From an optimization exercise on the open Yosys and OpenROAD flow, aimed at small area; shortcuts taken in it are not production practice. Where RTL was checked, it was by simulation tests only, not by an equivalence proof against the original. Power is estimated from default activity; no workload was simulated.

==> module ALU, before the edit <==
module ALU #(
    parameter [8:0] FAST = 9'b000000000,   
    parameter integer K = 4                
) (
    input  wire [7:0] a,
    input  wire [7:0] b,
    input  wire [2:0] op,
    output wire [7:0] result
);
    wire is_mul = (op == 3'd3);
    wire is_dv  = op[2] & (op[0] ^ op[1]);    
    wire is_div = (op == 3'd5);
    wire inv    = is_dv | (op == 3'd4);       
    wire [7:0] bx = b ^ {8{inv}};
    wire [8:0] nz;
    assign nz[8] = 1'b1;
    genvar w, j;
    generate
        for (w = 7; w >= 1; w = w - 1) begin : g_nz
            assign nz[w] = nz[w + 1] & ~b[w];
        end
    endgenerate
    wire [7:0] q;
    wire [7:0] rr [0:8];
    assign rr[8] = 8'd0;
    wire [K-1:0] rk;    
    generate
        for (w = 1; w <= 8; w = w + 1) begin : g_st
            localparam P = w % 2;              
            wire [w-1:0] t;                     
            wire [w:0]   d;                     
            wire [w-1:0] y;                     
            wire         cin;                   
            if (w == K + 1) begin : g_tk
                assign t[K:1] = rk;
            end else if (w > 1) begin : g_t
                assign t[w-1:1] = rr[9 - w][w-2:0];
            end
            if (w <= K) begin : g_ytop
                assign t[0] = a[8 - w] ^ P[0];
                assign y = ~b[w-1:0] ^ {w{P[0]}};
                assign cin = 1'b1 ^ P[0];
            end else begin : g_y
                assign t[0] = (a[8 - w] & ~is_mul) ^ P[0];
                assign y = bx[w-1:0] ^ {w{P[0]}};
                assign cin = inv ^ P[0];
            end
            if (FAST[w]) begin : g_fast
                wire [w-1:0] tt = t ^ {w{P[0]}};
                wire [w-1:0] yt = y ^ {w{P[0]}};
                assign d = ({1'b0, tt} + {1'b0, yt} + {{w{1'b0}}, cin ^ P[0]}) ^ {(w+1){P[0]}};
            end else begin : g_rip
                wire [w:0] c;
                assign c[0] = cin;
                for (j = 0; j < w; j = j + 1) begin : g_b
                    assign d[j]   = t[j] ^ y[j] ^ c[j];
                    assign c[j+1] = (t[j] & y[j]) | (t[j] & c[j]) | (y[j] & c[j]);
                end
                assign d[w] = c[w];
            end
            wire ge = nz[w] & (d[w] ^ P[0]);
            assign q[8 - w] = ge;
            wire sel;
            if (w <= K) begin : g_stop
                assign sel = ge;
            end else if (w == 8) begin : g_slast
                assign sel = is_mul ? a[0] : is_dv ? ge : 1'b1;
            end else begin : g_smid
                assign sel = is_mul ? a[8 - w] : (is_dv & ge);
            end
            assign rr[8 - w][w-1:0] = ~(sel ? d[w-1:0] : t);
            if (w < 8) begin : g_pad
                assign rr[8 - w][7:w] = {(8 - w){1'b0}};
            end
        end
    endgenerate
    localparam PK = (K + 1) % 2;
    wire [K-1:0] mk = a[7:8-K] * b[K-1:0];
    assign rk = is_mul ? (mk ^ {K{PK[0]}}) : is_dv ? rr[8-K][K-1:0] : (a[7:8-K] ^ {K{PK[0]}});
    assign result = is_div ? q : ~rr[0];
endmodule
==> flow/config.mk <==
export PLATFORM = sky130hd
export DESIGN_NAME = calculator
export DESIGN_NICKNAME = calculator
export VERILOG_FILES = /design/flow/design.v
export SDC_FILE = /design/flow/constraint.sdc
export NUM_CORES = 4
export LEC_CHECK = 0
export ABC_AREA = 1
export CAP_MARGIN = 20
export CORE_MARGIN = 2
export CORE_UTILIZATION = 40
export SLEW_MARGIN = 20
==> flow/constraint.sdc <==
create_clock -name core_clock -period 15.0 [get_ports {clk}]
set_input_delay 3.0000 -clock core_clock [delete_from_list [all_inputs] [get_ports {clk}]]
set_output_delay 3.0000 -clock core_clock [all_outputs]
set_load 0.01 [all_outputs]
standard.sh (not shown) runs the stock make flow with config.mk's settings and CLKGATE_MAP_FILE= SYNTH_SCRIPT=/design/flow/synth_recipe.tcl, a recipe that flattens the netlist after the stock synthesis.
==> flow/flow/run.sh <==
#!/bin/bash
# The standard layout (standard.sh), with one change: the buffers that
# buffer_ports puts on every input and output port use the smallest buffer
# cell, sky130_fd_sc_hd__buf_1, instead of the default pick. ORFS's own logs
# stay under orfs/logs; make's output goes to standard.log here.
set -euo pipefail
export BUFFER_PORTS_ARGS="-buffer_cell sky130_fd_sc_hd__buf_1"
bash standard.sh > standard.log 2>&1
The first run finished clean.
Edit:
--- a/flow/design.v
+++ b/flow/design.v
@@ -1,4 +1,4 @@
 module ALU #(
-    parameter [8:0] FAST = 9'b000000000,   
+    parameter [8:0] FAST = 9'b100000000,   
     parameter integer K = 4                
 ) (
After rerunning:
- worst setup slack improves by 0.29 ns
- sequential power hardly moves
- global-route usage drops by 0.78 points
- cell area drops by a few percent
- via count climbs by a few percent
- count of clock-buffer cells in the layout drops by 2
- total power climbs by roughly a tenth
- cell count drops slightly
- synthesized cell count climbs by a few percent
- non-clock buffer count drops by 27
- wire length drops slightly
The RTL of the first run of this note was laid out without a check of its function.


v6:
Another version of the RTL of calculator (not shown whole).
For scale: ~410 cells after synthesis, ~3400 um^2 of cells after synthesis.
==> module ALU, before the edit <==
module ALU #(
    parameter [8:0] FAST = 9'b000000000,   
    parameter integer K = 3                
) (
    input  wire [7:0] a,
    input  wire [7:0] b,
    input  wire [2:0] op,
    output wire [7:0] result
);
    wire is_mul = (op == 3'd3);
    wire is_dv  = op[2] & (op[0] ^ op[1]);    
    wire is_div = (op == 3'd5);
    wire inv    = is_dv | (op == 3'd4);       
    wire [7:0] bx = b ^ {8{inv}};
    wire [8:0] nz;
    assign nz[8] = 1'b1;
    genvar w, j;
    generate
        for (w = 7; w >= 1; w = w - 1) begin : g_nz
            assign nz[w] = nz[w + 1] & ~b[w];
        end
    endgenerate
    wire [7:0] q;
    wire [7:0] rr [0:8];
    assign rr[8] = 8'd0;
    wire [K-1:0] rk;    
    generate
        for (w = 1; w <= 8; w = w + 1) begin : g_st
            localparam P = w % 2;              
            wire [w-1:0] t;                     
            wire [w:0]   d;                     
            wire [w-1:0] y;                     
            wire         cin;                   
            if (w == K + 1) begin : g_tk
                assign t[K:1] = rk;
            end else if (w > 1) begin : g_t
                assign t[w-1:1] = rr[9 - w][w-2:0];
            end
            if (w <= K) begin : g_ytop
                assign t[0] = a[8 - w] ^ P[0];
                assign y = ~b[w-1:0] ^ {w{P[0]}};
                assign cin = 1'b1 ^ P[0];
            end else begin : g_y
                assign t[0] = (a[8 - w] & ~is_mul) ^ P[0];
                assign y = bx[w-1:0] ^ {w{P[0]}};
                assign cin = inv ^ P[0];
            end
            if (FAST[w]) begin : g_fast
                wire [w-1:0] tt = t ^ {w{P[0]}};
                wire [w-1:0] yt = y ^ {w{P[0]}};
                assign d = ({1'b0, tt} + {1'b0, yt} + {{w{1'b0}}, cin ^ P[0]}) ^ {(w+1){P[0]}};
            end else begin : g_rip
                wire [w:0] c;
                assign c[0] = cin;
                for (j = 0; j < w; j = j + 1) begin : g_b
                    assign d[j]   = t[j] ^ y[j] ^ c[j];
                    assign c[j+1] = (t[j] & y[j]) | (t[j] & c[j]) | (y[j] & c[j]);
                end
                assign d[w] = c[w];
            end
            wire ge = nz[w] & (d[w] ^ P[0]);
            assign q[8 - w] = ge;
            wire sel;
            if (w <= K) begin : g_stop
                assign sel = ge;
            end else if (w == 8) begin : g_slast
                assign sel = is_mul ? a[0] : is_dv ? ge : 1'b1;
            end else begin : g_smid
                assign sel = is_mul ? a[8 - w] : (is_dv & ge);
            end
            assign rr[8 - w][w-1:0] = ~(sel ? d[w-1:0] : t);
            if (w < 8) begin : g_pad
                assign rr[8 - w][7:w] = {(8 - w){1'b0}};
            end
        end
    endgenerate
    localparam PK = (K + 1) % 2;
    wire [K-1:0] mk = a[7:8-K] * b[K-1:0];
    assign rk = is_mul ? (mk ^ {K{PK[0]}}) : is_dv ? rr[8-K][K-1:0] : (a[7:8-K] ^ {K{PK[0]}});
    assign result = is_div ? q : ~rr[0];
endmodule
==> module queue_with_controller, before the edit <==
module queue_with_controller (
    input  wire       clk,
    input  wire       rst,
    input  wire       push,      
    input  wire       pop,       
    input  wire       arith,     
    input  wire [7:0] back,
    input  wire       set_err,
    output wire [7:0] a,
    output wire [7:0] b,
    output wire [7:0] tail,
    output reg  [2:0] n,
    output reg        err
);
    reg [7:0] t, q0, q1, q2, q3;
    wire n1 = (n == 3'd1);
    wire n2 = (n == 3'd2);
    wire n3 = (n == 3'd3);
    wire n4 = (n == 3'd4);
    always @(posedge clk) begin
        if (push | arith)
            t <= back;
        if ((push & n1) | pop | arith)
            q0 <= push ? t : pop ? q1 : (n3 ? t : q2);
        if ((push & n2) | pop | arith)
            q1 <= push ? t : pop ? q2 : (n4 ? t : q3);
        if ((push & n3) | pop | arith)
            q2 <= (push | arith) ? t : q3;
        if (push & n4)
            q3 <= t;
    end
    always @(posedge clk or posedge rst) begin
        if (rst) begin
            n   <= 3'd0;
            err <= 1'b0;
        end else begin
            if (push)
                n <= n + 3'd1;
            else if (pop | arith)
                n <= n - 3'd1;
            if (set_err)
                err <= 1'b1;
        end
    end
    assign a = q0;
    assign b = n2 ? t : q1;
    assign tail = t;
endmodule
==> module calculator, before the edit <==
module calculator(
    input wire clk,
    input wire rst,
    input wire[7:0] in,
    input wire[2:0] op,
    input wire apply,
    output wire[7:0] tail,
    output wire empty,
    output wire valid
);
    wire [7:0] a, b, result;
    wire [2:0] n;
    wire err;
    wire go     = apply & ~err;
    wire is_push = (op == 3'd0);
    wire is_pop  = (op == 3'd1);
    wire is_arith = (op != 3'd0) & (op != 3'd1) & (op != 3'd7);
    wire by_div  = op[2] & (op[0] ^ op[1]);
    wire full    = (n == 3'd5);
    wire none    = (n == 3'd0);
    wire two     = n[2] | n[1];            
    wire bzero   = (b == 8'd0);
    wire ok_push  = is_push & ~full;
    wire ok_pop   = is_pop & ~none;
    wire ok_arith = is_arith & two & ~(by_div & bzero);
    wire set_err = go & ~(ok_push | ok_pop | ok_arith);
    queue_with_controller queue (
        .clk(clk), .rst(rst),
        .push(go & ok_push), .pop(go & ok_pop), .arith(go & ok_arith),
        .back(is_push ? in : result), .set_err(set_err),
        .a(a), .b(b), .tail(tail), .n(n), .err(err)
    );
    ALU alu (.a(a), .b(b), .op(op), .result(result));
    assign empty = none;
    assign valid = ~err;
endmodule
==> flow/config.mk <==
export PLATFORM = sky130hd
export DESIGN_NAME = calculator
export DESIGN_NICKNAME = calculator
export VERILOG_FILES = /design/flow/design.v
export SDC_FILE = /design/flow/constraint.sdc
export NUM_CORES = 4
export LEC_CHECK = 0
export ABC_AREA = 1
export CAP_MARGIN = 20
export CORE_MARGIN = 2
export CORE_UTILIZATION = 40
export SLEW_MARGIN = 20
==> flow/constraint.sdc <==
create_clock -name core_clock -period 15.0 [get_ports {clk}]
set_input_delay 3.0000 -clock core_clock [delete_from_list [all_inputs] [get_ports {clk}]]
set_output_delay 3.0000 -clock core_clock [all_outputs]
set_load 0.01 [all_outputs]
==> flow/flow/run.sh <==
#!/bin/bash
# The standard layout (standard.sh) with two changes:
#  1. After the standard synthesis, its combinational logic is mapped again by
#     ABC without the full-adder cells that synthesis extracted (reopt.ys). The
#     registers are untouched: same instances, names and cell types.
#  2. The buffers that buffer_ports puts on the ports use sky130_fd_sc_hd__buf_1.
# Each tool's output goes to a log of its own in this folder.
set -euo pipefail
here=$(cd "$(dirname "$0")" && pwd)
work=$(pwd)
res=$work/orfs/results/$FLOW_PLATFORM/calculator/base
lib=$FLOW_HOME/platforms/$FLOW_PLATFORM/lib/sky130_fd_sc_hd__tt_025C_1v80.lib
yosys=$(command -v yosys || echo "$FLOW_HOME/../tools/install/yosys/bin/yosys")
export BUFFER_PORTS_ARGS="-buffer_cell sky130_fd_sc_hd__buf_1"

# 1. standard synthesis
bash standard.sh synth > synth.log 2>&1
cp "$res/1_2_yosys.v" "$work/standard_synth.v"

# 2. map the combinational logic again
dont_use=$(sed -n '/^export DONT_USE_CELLS/,/^#/p' "$FLOW_HOME/platforms/$FLOW_PLATFORM/config.mk" \
  | grep -o 'sky130_fd_sc_hd__[A-Za-z0-9_]*' | sed 's/^/-dont_use /' | tr '\n' ' ')
script=$(tr -d '\n' < "$here/abc.script" | sed 's/[&|\\]/\\&/g')
sed -e "s|@LIB@|$lib|g" -e "s|@IN@|$work/standard_synth.v|g" -e "s|@OUT@|$work/reopt.v|g" \
    -e "s|@TOP@|$FLOW_TOP|g" -e "s|@DONT_USE@|$dont_use|g" -e "s|@SCRIPT@|$script|g" "$here/reopt.ys" > "$work/reopt_run.ys"
"$yosys" -l "$work/reopt.log" -s "$work/reopt_run.ys" > /dev/null 2>&1
cp "$work/reopt.v" "$res/1_2_yosys.v"
rm -f "$res/1_synth.odb" "$res/1_synth.sdc"

# 3. the rest of the standard layout, from the new netlist
bash standard.sh > layout.log 2>&1
==> flow/flow/abc.script <==
strash;&get,-n;&deepsyn,-T,30;&dch,-f;&nf,-R,1000,-p;&put;topo;dnsize;
==> flow/flow/reopt.ys <==
# Re-map the combinational cells of a mapped netlist; keep the registers.
read_liberty -ignore_miss_func @LIB@
blackbox sky130_fd_sc_hd__*df* sky130_fd_sc_hd__*dl* sky130_fd_sc_hd__conb_*
read_verilog @IN@
hierarchy -check -top @TOP@
flatten
opt_clean -purge
stat -liberty @LIB@
abc -liberty @LIB@ @DONT_USE@ -script +@SCRIPT@
# the cell types abc used were dropped by hierarchy; reload them as black boxes
read_liberty -lib @LIB@
opt_clean -purge
hilomap -singleton -hicell sky130_fd_sc_hd__conb_1 HI -locell sky130_fd_sc_hd__conb_1 LO
splitnets
opt_clean -purge
stat -liberty @LIB@
check -assert
write_verilog -noattr -nohex -nodec @OUT@
Inputs modified between v6 and v7:
diff --git a/flow/design.v b/flow/design.v
--- a/flow/design.v
+++ b/flow/design.v
@@ -1,8 +1,8 @@
 module ALU #(
     parameter [8:0] FAST = 9'b000000000,   
-    parameter integer K = 3                
+    parameter integer K = 2                
 ) (
     input  wire [7:0] a,
     input  wire [7:0] b,
     input  wire [2:0] op,
     output wire [7:0] result
@@ -80,54 +80,56 @@
     assign result = is_div ? q : ~rr[0];
 endmodule
 module queue_with_controller (
     input  wire       clk,
     input  wire       rst,
-    input  wire       push,      
-    input  wire       pop,       
-    input  wire       arith,     
+    input  wire       shift,
     input  wire [7:0] back,
+    input  wire       inc,
+    input  wire       dec,
     input  wire       set_err,
     output wire [7:0] a,
     output wire [7:0] b,
     output wire [7:0] tail,
     output reg  [2:0] n,
     output reg        err
 );
-    reg [7:0] t, q0, q1, q2, q3;
-    wire n1 = (n == 3'd1);
-    wire n2 = (n == 3'd2);
-    wire n3 = (n == 3'd3);
-    wire n4 = (n == 3'd4);
+    reg [7:0] r0, r1, r2, r3, r4;
     always @(posedge clk) begin
-        if (push | arith)
-            t <= back;
-        if ((push & n1) | pop | arith)
-            q0 <= push ? t : pop ? q1 : (n3 ? t : q2);
-        if ((push & n2) | pop | arith)
-            q1 <= push ? t : pop ? q2 : (n4 ? t : q3);
-        if ((push & n3) | pop | arith)
-            q2 <= (push | arith) ? t : q3;
-        if (push & n4)
-            q3 <= t;
+        if (shift) begin
+            r0 <= back;
+            r1 <= r0;
+            r2 <= r1;
+            r3 <= r2;
+            r4 <= r3;
+        end
     end
     always @(posedge clk or posedge rst) begin
         if (rst) begin
             n   <= 3'd0;
             err <= 1'b0;
         end else begin
-            if (push)
+            if (inc)
                 n <= n + 3'd1;
-            else if (pop | arith)
+            else if (dec)
                 n <= n - 3'd1;
             if (set_err)
                 err <= 1'b1;
         end
     end
-    assign a = q0;
-    assign b = n2 ? t : q1;
-    assign tail = t;
+    reg [7:0] ra, rb;
+    always @* begin
+        case ({n[2], n[0]})
+            2'd0: begin ra = r1; rb = r0; end
+            2'd1: begin ra = r2; rb = r1; end
+            2'd2: begin ra = r3; rb = r2; end
+            2'd3: begin ra = r4; rb = r3; end
+        endcase
+    end
+    assign a = ra;
+    assign b = rb;
+    assign tail = r0;
 endmodule
 module calculator(
     input wire clk,
     input wire rst,
     input wire[7:0] in,
@@ -150,15 +152,18 @@
     wire two     = n[2] | n[1];            
     wire bzero   = (b == 8'd0);
     wire ok_push  = is_push & ~full;
     wire ok_pop   = is_pop & ~none;
     wire ok_arith = is_arith & two & ~(by_div & bzero);
+    wire shift   = go & (ok_push | ok_arith);
+    wire inc     = go & ok_push;
+    wire dec     = go & (ok_pop | ok_arith);
     wire set_err = go & ~(ok_push | ok_pop | ok_arith);
     queue_with_controller queue (
         .clk(clk), .rst(rst),
-        .push(go & ok_push), .pop(go & ok_pop), .arith(go & ok_arith),
-        .back(is_push ? in : result), .set_err(set_err),
+        .shift(shift), .back(is_push ? in : result),
+        .inc(inc), .dec(dec), .set_err(set_err),
         .a(a), .b(b), .tail(tail), .n(n), .err(err)
     );
     ALU alu (.a(a), .b(b), .op(op), .result(result));
     assign empty = none;
     assign valid = ~err;
==> notes.md <==
Every stage of the flow completed for v7, and the final layout passed the timing, DRC and antenna checks. Between v7 and v6, it is v7 whose share of final-layout standard cells stronger than drive strength 1 is higher, by 14 points. v6 has higher fraction of area in multi-input gates than v7. Relative to v6, wire length on met1 has gone up in v7. Per the comparison of v7 with v6, worst setup slack after layout lower; internal power consumption picked up an extra 0.0074 mW; ratio of final minimum period to clock period has increased.
No functional check of the RTL was part of any run of this note.

[port drivers added, routing unchanged]
The flow's constraints put no driver on any port. The routed layouts listed below were extracted and timed again, unchanged, in two steps.
Step 1 sets driving cells, clkbuf_16 on the clock port and buf_2 on the other inputs (assumed; they add their load-dependent delay and slew).
Step 2 adds t to the input delays and takes it off the output delays; t is the mean of the earliest and latest rising clock arrival at the registers after step 1. Input paths then give back, and output paths get back, about the clock's delay inside the block.
Three values: ideal ports, drivers, drivers and shift; two values: the first two.
run	shift t [ns]	setup WS [ns]	worst register clock-pin slew, ns	worst data-port slew with drivers (ns)	cell pins on the clock port's net
the first run of note 1	0.331	0.827 / 0.827 / 0.768	0.08 / 0.08	0.03	1
the second run of note 1	0.324	1.113 / 1.113 / 1.113	0.09 / 0.09	0.04	1
v6	0.314	1.289 / 1.295 / 0.981	0.08 / 0.08	0.03	1
v7	0.321	0.858 / 0.864 / 0.543	0.08 / 0.08	0.03	1
After both steps every run listed still meets setup and hold. The setup slack of v7, which loses most, moves by +0.006 ns with the drivers and by -0.315 ns with both steps.
